This design comes from an exercise in tuning for small area, a short achievable clock period and few clock cycles on the open sky130 flow, not from production work. Function was checked by simulation only, so behaviour that the tests miss may differ from the original. Power figures rest on the tool's default switching activity, not on a simulated workload.

## red
==> flow/design.v (excerpt) <==
module huffman(clk, reset, gray_data, gray_valid, CNT_valid, CNT1, CNT2, CNT3, CNT4, CNT5, CNT6,
    code_valid, HC1, HC2, HC3, HC4, HC5, HC6, M1, M2, M3, M4, M5, M6);
input clk;
input reset;
input gray_valid;
input [2:0] gray_data;
output reg CNT_valid;
output [7:0] CNT1, CNT2, CNT3, CNT4, CNT5, CNT6;
output reg code_valid;
output [7:0] HC1, HC2, HC3, HC4, HC5, HC6;
output [7:0] M1, M2, M3, M4, M5, M6;
reg        rq;                   
reg        mg;                   
reg        ph;                   
reg [6:1]  sa, sb;               
reg [6:0]  w   [1:6];            
reg [5:1]  mem [2:6];            
reg [4:0]  hc  [1:6];            
reg [4:1]  m   [1:6];            
integer i, j;
reg  [6:1] v;                    
always @(*) begin
	v[6] = 1'b1;
	for (i = 1; i <= 5; i = i + 1) begin
		v[i] = 1'b1;
		for (j = i + 1; j <= 6; j = j + 1)
			v[i] = v[i] & !mem[j][i];
	end
end
function inset;
	input integer i, s;
	begin
		inset = (s < i) ? mem[i][s] : 1'b0;
	end
endfunction
function lt7;
	input [6:0] a, b;
	integer n;
	reg br;
	begin
		br = 1'b0;
		for (n = 0; n < 7; n = n + 1)
			br = (~a[n] & b[n]) | (~a[n] & br) | (b[n] & br);
		lt7 = br;
	end
endfunction
reg [6:1] sm [1:6];
always @(*) begin
	for (i = 1; i <= 6; i = i + 1)
		sm[i][i] = 1'b0;
	for (i = 1; i <= 6; i = i + 1)
		for (j = i + 1; j <= 6; j = j + 1) begin
			sm[j][i] = v[i] && (!v[j] || lt7(w[i], w[j]));
			sm[i][j] = !sm[j][i];
		end
end
reg [6:1] r0, r1, dec;
always @(*) begin
	for (i = 1; i <= 6; i = i + 1) begin
		r0[i] = (sm[i] == 6'd0);
		r1[i] = (sm[i] != 6'd0) && ((sm[i] & (sm[i] - 6'd1)) == 6'd0);
		dec[i] = gray_valid && (gray_data == i);
	end
end
reg [6:0] wa, wb;
reg [6:1] sab, lo, in_a, in_ab, m0;
always @(*) begin
	wa = 7'd0;
	wb = 7'd0;
	sab = sa | sb;
  ...
export LEC_CHECK = 0
export ABC_CLOCK_PERIOD_IN_PS = 2800
export CAP_MARGIN = 20
export CORE_MARGIN = 2
export CORE_UTILIZATION = 65
export SLEW_MARGIN = 20
create_clock -name core_clock -period 9.0 [get_ports {clk}]
standard.sh (not shown) runs the stock make flow with config.mk's settings and CLKGATE_MAP_FILE= SYNTH_SCRIPT=/design/flow/synth_recipe.tcl, a recipe that flattens the netlist after the stock synthesis.
==> flow/flow/run.sh <==
#!/bin/bash
# The standard layout, with each port buffered by a plain buffer (buf_2) instead of the
# delay-cell buffer buffer_ports picks by default, a clock tree of fewer, larger clusters
# without dummy loads, one tie cell per constant instead of one per port, and timing repair aimed at a 2.9 ns period.
# Full make output goes to flow.log here; each ORFS step's log is under orfs/logs/.
set -euo pipefail
export BUFFER_PORTS_ARGS="-buffer_cell sky130_fd_sc_hd__buf_2"
export CTS_ARGS="-sink_clustering_enable -repair_clock_nets -sink_clustering_size 30 -sink_clustering_max_diameter 100 -root_buf sky130_fd_sc_hd__clkbuf_16 -buf_list {sky130_fd_sc_hd__clkbuf_4 sky130_fd_sc_hd__clkbuf_8} -dont_use_dummy_load"
bash standard.sh SETUP_SLACK_MARGIN=6.1 SKIP_REPAIR_TIE_FANOUT=1 finish > flow.log 2>&1
Testbench counts of red, summed over its fixed seeds: cycles 27,112.
Input changes introduced in blue (baseline for comparison: red):
Settings: an added PLACE_DENSITY of 0.8.
==> flow/flow/run.sh <==
#!/bin/bash
# The standard layout, with each port buffered by a plain buffer (buf_1) instead of the
# delay-cell buffer buffer_ports picks by default, a clock tree of fewer, larger clusters
# without dummy loads, one tie cell per constant instead of one per port, and timing repair aimed at a 2.8 ns period.
# Full make output goes to flow.log here; each ORFS step's log is under orfs/logs/.
set -euo pipefail
export BUFFER_PORTS_ARGS="-buffer_cell sky130_fd_sc_hd__buf_1"
export CTS_ARGS="-sink_clustering_enable -repair_clock_nets -sink_clustering_size 30 -sink_clustering_max_diameter 100 -root_buf sky130_fd_sc_hd__clkbuf_16 -buf_list {sky130_fd_sc_hd__clkbuf_4 sky130_fd_sc_hd__clkbuf_8} -dont_use_dummy_load"
bash standard.sh SETUP_SLACK_MARGIN=6.2 SKIP_REPAIR_TIE_FANOUT=1 finish > flow.log 2>&1
--- outcome ---
From red to blue, multi-input gate count did not move at all.
Going from red to blue, design area grew slightly.
Sort red and blue by part of the total power dissipated in sequential elements, descending, and red comes first.
Delta (blue minus red): final cell count moved up; post-layout minimum cycle time moved down; worst slew margin relative to its limit moved up; number of buffers outside the clock class in the layout moved up.
Data arrival time at the worst-slack endpoint: blue vs red down 90 ps
In the metrics for red and blue, the one carrying the higher met1 demand-to-capacity share in global routing is blue.
Looking at area growth from synthesis to final layout across red and blue, the one that comes out lower is red.
Input changes introduced in green (baseline for comparison: blue):
==> flow/flow/run.sh <==
#!/bin/bash
# The standard layout, with each port buffered by a plain buffer (buf_2) instead of the
# delay-cell buffer buffer_ports picks by default, a clock tree of fewer, larger clusters
# without dummy loads, one tie cell per constant instead of one per port, and timing repair aimed at a 2.8 ns period.
# Full make output goes to flow.log here; each ORFS step's log is under orfs/logs/.
set -euo pipefail
export BUFFER_PORTS_ARGS="-buffer_cell sky130_fd_sc_hd__buf_2"
export CTS_ARGS="-sink_clustering_enable -repair_clock_nets -sink_clustering_size 30 -sink_clustering_max_diameter 100 -root_buf sky130_fd_sc_hd__clkbuf_16 -buf_list {sky130_fd_sc_hd__clkbuf_4 sky130_fd_sc_hd__clkbuf_8} -dont_use_dummy_load"
bash standard.sh SETUP_SLACK_MARGIN=6.2 SKIP_REPAIR_TIE_FANOUT=1 finish > flow.log 2>&1
==> comparison <==
Summary of green over blue: global routing met2 resource utilization has increased, slew at the pin closest to its max-slew limit shows an increase of 19 ps. Between green and blue, the difference in design area is negligible. Sequential share of layout area for green: 0.28 points down relative to blue.
Edits applied to the flow inputs when going from green to orange:
Settings: PLACE_DENSITY no longer set, was 0.8.
==> flow/flow/run.sh <==
#!/bin/bash
# The standard layout, with each port buffered by a plain buffer (buf_2) instead of the
# delay-cell buffer buffer_ports picks by default, a clock tree of fewer, larger clusters
# without dummy loads, one tie cell per constant instead of one per port, and timing repair aimed at a 3.0 ns period.
# Full make output goes to flow.log here; each ORFS step's log is under orfs/logs/.
set -euo pipefail
export BUFFER_PORTS_ARGS="-buffer_cell sky130_fd_sc_hd__buf_2"
export CTS_ARGS="-sink_clustering_enable -repair_clock_nets -sink_clustering_size 30 -sink_clustering_max_diameter 100 -root_buf sky130_fd_sc_hd__clkbuf_16 -buf_list {sky130_fd_sc_hd__clkbuf_4 sky130_fd_sc_hd__clkbuf_8} -dont_use_dummy_load"
bash standard.sh SETUP_SLACK_MARGIN=6.0 SKIP_REPAIR_TIE_FANOUT=1 finish > flow.log 2>&1
Notes after the runs:
In the metrics for orange and green, the one carrying the higher biggest fanout along the worst timing path is green.
orange has signal arrival time at the worst endpoint above what green had.
Comparing orange and green, the lower shortest period the worst path allows was measured on green.
In the reports for orange and green, the larger non-clock buffer total of the final layout belongs to green.
orange and green ended up with roughly the same clock-pin slew on the worst setup and hold paths.
Higher stage delay of the slowest cell on the critical path among orange and green: orange
Re post-layout total power: orange is about 0.8% down on green.
Final standard cell utilization of the core in orange vs green: down 2.1 points
When the final numbers for orange and green were put side by side, the fraction of area in registers turned out to be greater in green.
orange against green; power density over cell area is up by a few percent.
Part of the cycle the worst path needs up 2.2 points in orange wrt green

violet:
huffman, a different RTL version from the one above (not shown whole).
For scale: about 130 flip-flops, about 0.0073 mm² of cells after synthesis.
==> flow/config.mk <==
export PLATFORM = sky130hd
export DESIGN_NAME = huffman
export DESIGN_NICKNAME = huffman
export VERILOG_FILES = /design/flow/design.v
export SDC_FILE = /design/flow/constraint.sdc
export NUM_CORES = 4
export LEC_CHECK = 0
export ABC_CLOCK_PERIOD_IN_PS = 2800
export CAP_MARGIN = 20
export CORE_MARGIN = 2
export CORE_UTILIZATION = 70
export GPL_ROUTABILITY_DRIVEN = 0
export PLACE_DENSITY = 0.85
export SLEW_MARGIN = 20
==> flow/constraint.sdc <==
create_clock -name core_clock -period 9.0 [get_ports {clk}]
set_input_delay 1.8000 -clock core_clock [delete_from_list [all_inputs] [get_ports {clk}]]
set_output_delay 1.8000 -clock core_clock [all_outputs]
set_load 0.01 [all_outputs]
==> flow/flow/run.sh <==
#!/bin/bash
# The standard layout, with each port buffered by a plain buffer (buf_1) instead of the
# delay-cell buffer buffer_ports picks by default, a clock tree of fewer, larger clusters
# without dummy loads, one tie cell per constant instead of one per port, and timing repair aimed at a 2.8 ns period.
# Full make output goes to flow.log here; each ORFS step's log is under orfs/logs/.
set -euo pipefail
export BUFFER_PORTS_ARGS="-buffer_cell sky130_fd_sc_hd__buf_1"
export CTS_ARGS="-sink_clustering_enable -repair_clock_nets -sink_clustering_size 30 -sink_clustering_max_diameter 100 -root_buf sky130_fd_sc_hd__clkbuf_16 -buf_list {sky130_fd_sc_hd__clkbuf_4 sky130_fd_sc_hd__clkbuf_8} -dont_use_dummy_load"
bash standard.sh SETUP_SLACK_MARGIN=6.2 SKIP_REPAIR_TIE_FANOUT=1 finish > flow.log 2>&1
Testbench counts of violet, summed over its fixed seeds: cycles 27,112.
### violet -> fjord
- removing GPL_ROUTABILITY_DRIVEN (formerly 0)
- changing PLACE_DENSITY from 0.85 to 0.8
- changing CORE_UTILIZATION from 70 to 65
-- flow/flow/run.sh --
<<< violet, line 4
# without dummy loads, one tie cell per constant instead of one per port, and timing repair aimed at a 2.8 ns period.
>>> fjord, line 4
# without dummy loads, one tie cell per constant instead of one per port, and timing repair aimed at a 2.9 ns period.
<<< violet, line 9
bash standard.sh SETUP_SLACK_MARGIN=6.2 SKIP_REPAIR_TIE_FANOUT=1 finish > flow.log 2>&1
>>> fjord, line 9
bash standard.sh SETUP_SLACK_MARGIN=6.1 SKIP_REPAIR_TIE_FANOUT=1 finish > flow.log 2>&1
[summary]
- Looking at vertical die dimension across fjord and violet, the one that comes out lower is violet.
- Largest net degree at the start of global routing, fjord and violet: larger value in violet
- Diff violet -> fjord | count of instances resized after the clock tree is built | decrease of 41
- fjord finished all stages; the layout is clean.
- [compare] base=violet new=fjord: via count -3.0%, critical path depth comparable.
Input-level comparison between sierra and fjord:
- changing CORE_UTILIZATION from 65 to 70
- changing PLACE_DENSITY from 0.8 to 0.85
-- flow/flow/run.sh --
<<< fjord, line 4
# without dummy loads, one tie cell per constant instead of one per port, and timing repair aimed at a 2.9 ns period.
>>> sierra, line 4
# without dummy loads, one tie cell per constant instead of one per port, and timing repair aimed at a 2.8 ns period.
<<< fjord, line 9
bash standard.sh SETUP_SLACK_MARGIN=6.1 SKIP_REPAIR_TIE_FANOUT=1 finish > flow.log 2>&1
>>> sierra, line 9
bash standard.sh SETUP_SLACK_MARGIN=6.2 SKIP_REPAIR_TIE_FANOUT=1 finish > flow.log 2>&1
Notes after the runs:
Against fjord, layout filler cell count in sierra fell by more than 10%.
Compared with fjord, in sierra cell count closely matched the old numbers; global-route track usage on met1 decreased by 0.52 points relative to the old numbers; core area decreased by 6.0% relative to the old numbers.
What juniper does differently from sierra at the input level:
- changing SLEW_MARGIN from 20 to 5
- changing CAP_MARGIN from 20 to 5
## What came out
Proportion of final cell area spent on non-clock buffers of sierra is on par with juniper. juniper vs sierra — routed wire length on met2 rose 85 µm. Looking at juniper and sierra, the sequential share of layout area is a wash. sierra → juniper: utilization after layout comparable, leakage power ~0 delta, area of the mapped netlist was more or less identical. Summary: maximum frequency, juniper worse than sierra. Changes observed in juniper relative to sierra: post-synthesis to final-layout area growth shows no meaningful change, clock buffer count from CTS ~0 delta, wire length after detailed routing rose about 0.7%, slew of the pin with the lowest slew margin shows no meaningful change.

The RTL this note starts from:
==> flow/design.v <==
module huffman(clk, reset, gray_data, gray_valid, CNT_valid, CNT1, CNT2, CNT3, CNT4, CNT5, CNT6,
    code_valid, HC1, HC2, HC3, HC4, HC5, HC6, M1, M2, M3, M4, M5, M6);
input clk;
input reset;
input gray_valid;
input [2:0] gray_data;
output reg CNT_valid;
output [7:0] CNT1, CNT2, CNT3, CNT4, CNT5, CNT6;
output reg code_valid;
output [7:0] HC1, HC2, HC3, HC4, HC5, HC6;
output [7:0] M1, M2, M3, M4, M5, M6;
reg        rq;                   
reg        mg;                   
reg        ph;                   
reg [6:1]  sa, sb;               
reg [6:0]  w   [1:6];            
reg [5:1]  mem [2:6];            
reg [4:0]  hc  [1:6];            
reg [4:1]  m   [1:6];            
integer i, j;
reg  [6:1] v;                    
always @(*) begin
	v[6] = 1'b1;
	for (i = 1; i <= 5; i = i + 1) begin
		v[i] = 1'b1;
		for (j = i + 1; j <= 6; j = j + 1)
			v[i] = v[i] & !mem[j][i];
	end
end
function inset;
	input integer i, s;
	begin
		inset = (s < i) ? mem[i][s] : 1'b0;
	end
endfunction
function lt7;
	input [6:0] a, b;
	integer n;
	reg br;
	begin
		br = 1'b0;
		for (n = 0; n < 7; n = n + 1)
			br = (~a[n] & b[n]) | (~a[n] & br) | (b[n] & br);
		lt7 = br;
	end
endfunction
reg [6:1] sm [1:6];
always @(*) begin
	for (i = 1; i <= 6; i = i + 1)
		sm[i][i] = 1'b0;
	for (i = 1; i <= 6; i = i + 1)
		for (j = i + 1; j <= 6; j = j + 1) begin
			sm[j][i] = v[i] && (!v[j] || lt7(w[i], w[j]));
			sm[i][j] = !sm[j][i];
		end
end
reg [6:1] r0, r1, dec;
always @(*) begin
	for (i = 1; i <= 6; i = i + 1) begin
		r0[i] = (sm[i] == 6'd0);
		r1[i] = (sm[i] != 6'd0) && ((sm[i] & (sm[i] - 6'd1)) == 6'd0);
		dec[i] = gray_valid && !reset && (gray_data == i);
	end
end
reg [6:0] wa, wb;
reg [6:1] sab, lo, in_a, in_ab, m0;
always @(*) begin
	wa = 7'd0;
	wb = 7'd0;
	sab = sa | sb;
	for (i = 1; i <= 6; i = i + 1) begin
		if (sa[i]) wa = wa | w[i];
		if (sb[i]) wb = wb | w[i];
		lo[i] = 1'b0;
		for (j = i + 1; j <= 6; j = j + 1)
			lo[i] = lo[i] | (sab[i] & sab[j]);
	end
	for (j = 1; j <= 6; j = j + 1) begin
		in_a[j]  = sa[j];
		in_ab[j] = sab[j];
		for (i = j + 1; i <= 6; i = i + 1) begin
			in_a[j]  = in_a[j]  | (sa[i]  & inset(i, j));
			in_ab[j] = in_ab[j] | (sab[i] & inset(i, j));
		end
	end
	for (i = 1; i <= 6; i = i + 1) begin
		m0[i] = !v[i];
		for (j = 1; j < i; j = j + 1)
			m0[i] = m0[i] | inset(i, j);
	end
end
wire [6:0] wsum = wa + wb + {6'd0, !mg};
wire wen = !mg || ph;
wire done = (v[5:1] == 5'd0);
assign CNT1 = {1'b0, w[1]};
assign CNT2 = {1'b0, w[2]};
assign CNT3 = {1'b0, w[3]};
assign CNT4 = {1'b0, w[4]};
assign CNT5 = {1'b0, w[5]};
assign CNT6 = {1'b0, w[6]};
assign HC1 = {3'd0, hc[1]};
assign HC2 = {3'd0, hc[2]};
assign HC3 = {3'd0, hc[3]};
assign HC4 = {3'd0, hc[4]};
assign HC5 = {3'd0, hc[5]};
assign HC6 = {3'd0, hc[6]};
assign M1 = {3'd0, m[1], 1'b1};
assign M2 = {3'd0, m[2], 1'b1};
assign M3 = {3'd0, m[3], 1'b1};
assign M4 = {3'd0, m[4], 1'b1};
assign M5 = {3'd0, m[5], 1'b1};
assign M6 = {3'd0, m[6], 1'b1};
always @(posedge clk) begin
	rq <= reset;
	if (reset) begin
		mg <= 1'b0;
		ph <= 1'b0;
	end else begin
		mg <= mg || (!gray_valid && sa != 6'd0);
		ph <= mg && !ph && !done;
	end
	CNT_valid <= !reset && !mg && !gray_valid && sa != 6'd0;
	code_valid <= !reset && mg && (done || (ph && v[5:1] == lo[5:1]));
	sa <= (mg && !reset) ? r0 : dec;
	sb <= (mg && !reset) ? r1 : 6'd0;
end
always @(posedge clk) begin
	for (i = 1; i <= 6; i = i + 1) begin
		if (rq)
			w[i] <= 7'd0;
		else if (wen && sab[i])
			w[i] <= wsum;
		for (j = 1; j < i; j = j + 1)
			if (rq)
				mem[i][j] <= 1'b0;
			else if (ph && sab[i] && in_ab[j])
				mem[i][j] <= 1'b1;
		if (rq) begin
			m[i]  <= 4'd0;
			hc[i] <= 5'd0;
		end else if (ph && in_ab[i]) begin
			m[i]  <= m[i] | {m[i][3:1], m0[i]};
			hc[i] <= hc[i] | ({5{in_a[i]}} & {m[i][3:1], m0[i], 1'b1} & ~{m[i], m0[i]});
		end
	end
end
endmodule
Settings: LEC_CHECK=0, ABC_CLOCK_PERIOD_IN_PS=2800, CAP_MARGIN=20, CORE_MARGIN=2, CORE_UTILIZATION=65, SLEW_MARGIN=20; clock period 9.0 ns.
==> flow/flow/run.sh <==
#!/bin/bash
# The standard layout, with each port buffered by a plain buffer (buf_2) instead of the
# delay-cell buffer buffer_ports picks by default, a clock tree of fewer, larger clusters
# without dummy loads, and timing repair aimed at a 2.8 ns period.
# Full make output goes to flow.log here; each ORFS step's log is under orfs/logs/.
set -euo pipefail
export BUFFER_PORTS_ARGS="-buffer_cell sky130_fd_sc_hd__buf_2"
export CTS_ARGS="-sink_clustering_enable -repair_clock_nets -sink_clustering_size 30 -sink_clustering_max_diameter 100 -root_buf sky130_fd_sc_hd__clkbuf_16 -buf_list {sky130_fd_sc_hd__clkbuf_4 sky130_fd_sc_hd__clkbuf_8} -dont_use_dummy_load"
bash standard.sh SETUP_SLACK_MARGIN=6.2 finish > flow.log 2>&1
The baseline completed with no timing, DRC or antenna violations.
Testbench counts at the start, summed over its fixed seeds: cycles 27,112.
Then changed:
--- a/flow/flow/run.sh
+++ b/flow/flow/run.sh
@@ -6,4 +6,4 @@
 set -euo pipefail
 export BUFFER_PORTS_ARGS="-buffer_cell sky130_fd_sc_hd__buf_2"
-export CTS_ARGS="-sink_clustering_enable -repair_clock_nets -sink_clustering_size 30 -sink_clustering_max_diameter 100 -root_buf sky130_fd_sc_hd__clkbuf_16 -buf_list {sky130_fd_sc_hd__clkbuf_4 sky130_fd_sc_hd__clkbuf_8} -dont_use_dummy_load"
+export CTS_ARGS="-sink_clustering_enable -repair_clock_nets -sink_clustering_size 30 -sink_clustering_max_diameter 100 -root_buf sky130_fd_sc_hd__clkbuf_16 -buf_list sky130_fd_sc_hd__clkbuf_4 -dont_use_dummy_load"
 bash standard.sh SETUP_SLACK_MARGIN=6.2 finish > flow.log 2>&1
--- a/flow/config.mk
+++ b/flow/config.mk
@@ -9,4 +9,4 @@
 export CAP_MARGIN = 20
 export CORE_MARGIN = 2
-export CORE_UTILIZATION = 65
+export CORE_UTILIZATION = 40
 export SLEW_MARGIN = 20
Effect:
- The new run completed without violations
- cell area is higher by 2.7%
- count of clock-buffer cells in the layout does not change
- utilization goes down by 28 points
- worst hold slack gains 13 ps
- clock skew grows by 11 ps
- setup slack improved by 34 ps

## re-timing with driven ports
How much do the figures lean on ideal ports? The routed layouts below were timed once more, with nothing changed but the port constraints.
Step 1: set_driving_cell puts a clkbuf_16 on clk and a buf_2 on each other input, an assumption about the parent block.
Step 2 times the ports against the registers' clock, not the clock port: input delays grow and output delays shrink by t, the midpoint of the rising clock arrivals with the driver on.
a / b / c = ideal ports / drivers / drivers and shift; a / b = the first two.
run	t, ns	setup slack, ns	clock arrival spread, ns	slew at the worst register clock pin (ns)	pins driven straight from the clock port
red	0.408	6.122 / 6.078 / 6.180	0.031 / 0.031	0.08 / 0.08	1
blue	0.399	6.206 / 6.165 / 6.245	0.035 / 0.036	0.08 / 0.08	1
green	0.401	6.184 / 6.142 / 6.227	0.030 / 0.030	0.08 / 0.08	1
orange	0.408	5.985 / 5.945 / 5.985	0.035 / 0.035	0.08 / 0.08	1
violet	0.411	6.193 / 6.153 / 6.309	0.027 / 0.027	0.08 / 0.08	1
fjord	0.394	6.115 / 6.075 / 6.190	0.031 / 0.032	0.08 / 0.08	1
sierra	0.388	6.226 / 6.185 / 6.273	0.029 / 0.029	0.08 / 0.08	1
juniper	0.392	6.212 / 6.172 / 6.267	0.029 / 0.030	0.08 / 0.08	1
the first run of note 3	0.405	6.193 / 6.150 / 5.961	0.027 / 0.026	0.07 / 0.07	1
the second run of note 3	0.394	6.227 / 6.184 / 5.969	0.045 / 0.045	0.12 / 0.12	1
After both steps every run listed still meets setup and hold. The setup slack of the second run of note 3, which loses most, moves by -0.043 ns with the drivers and by -0.258 ns with both steps.
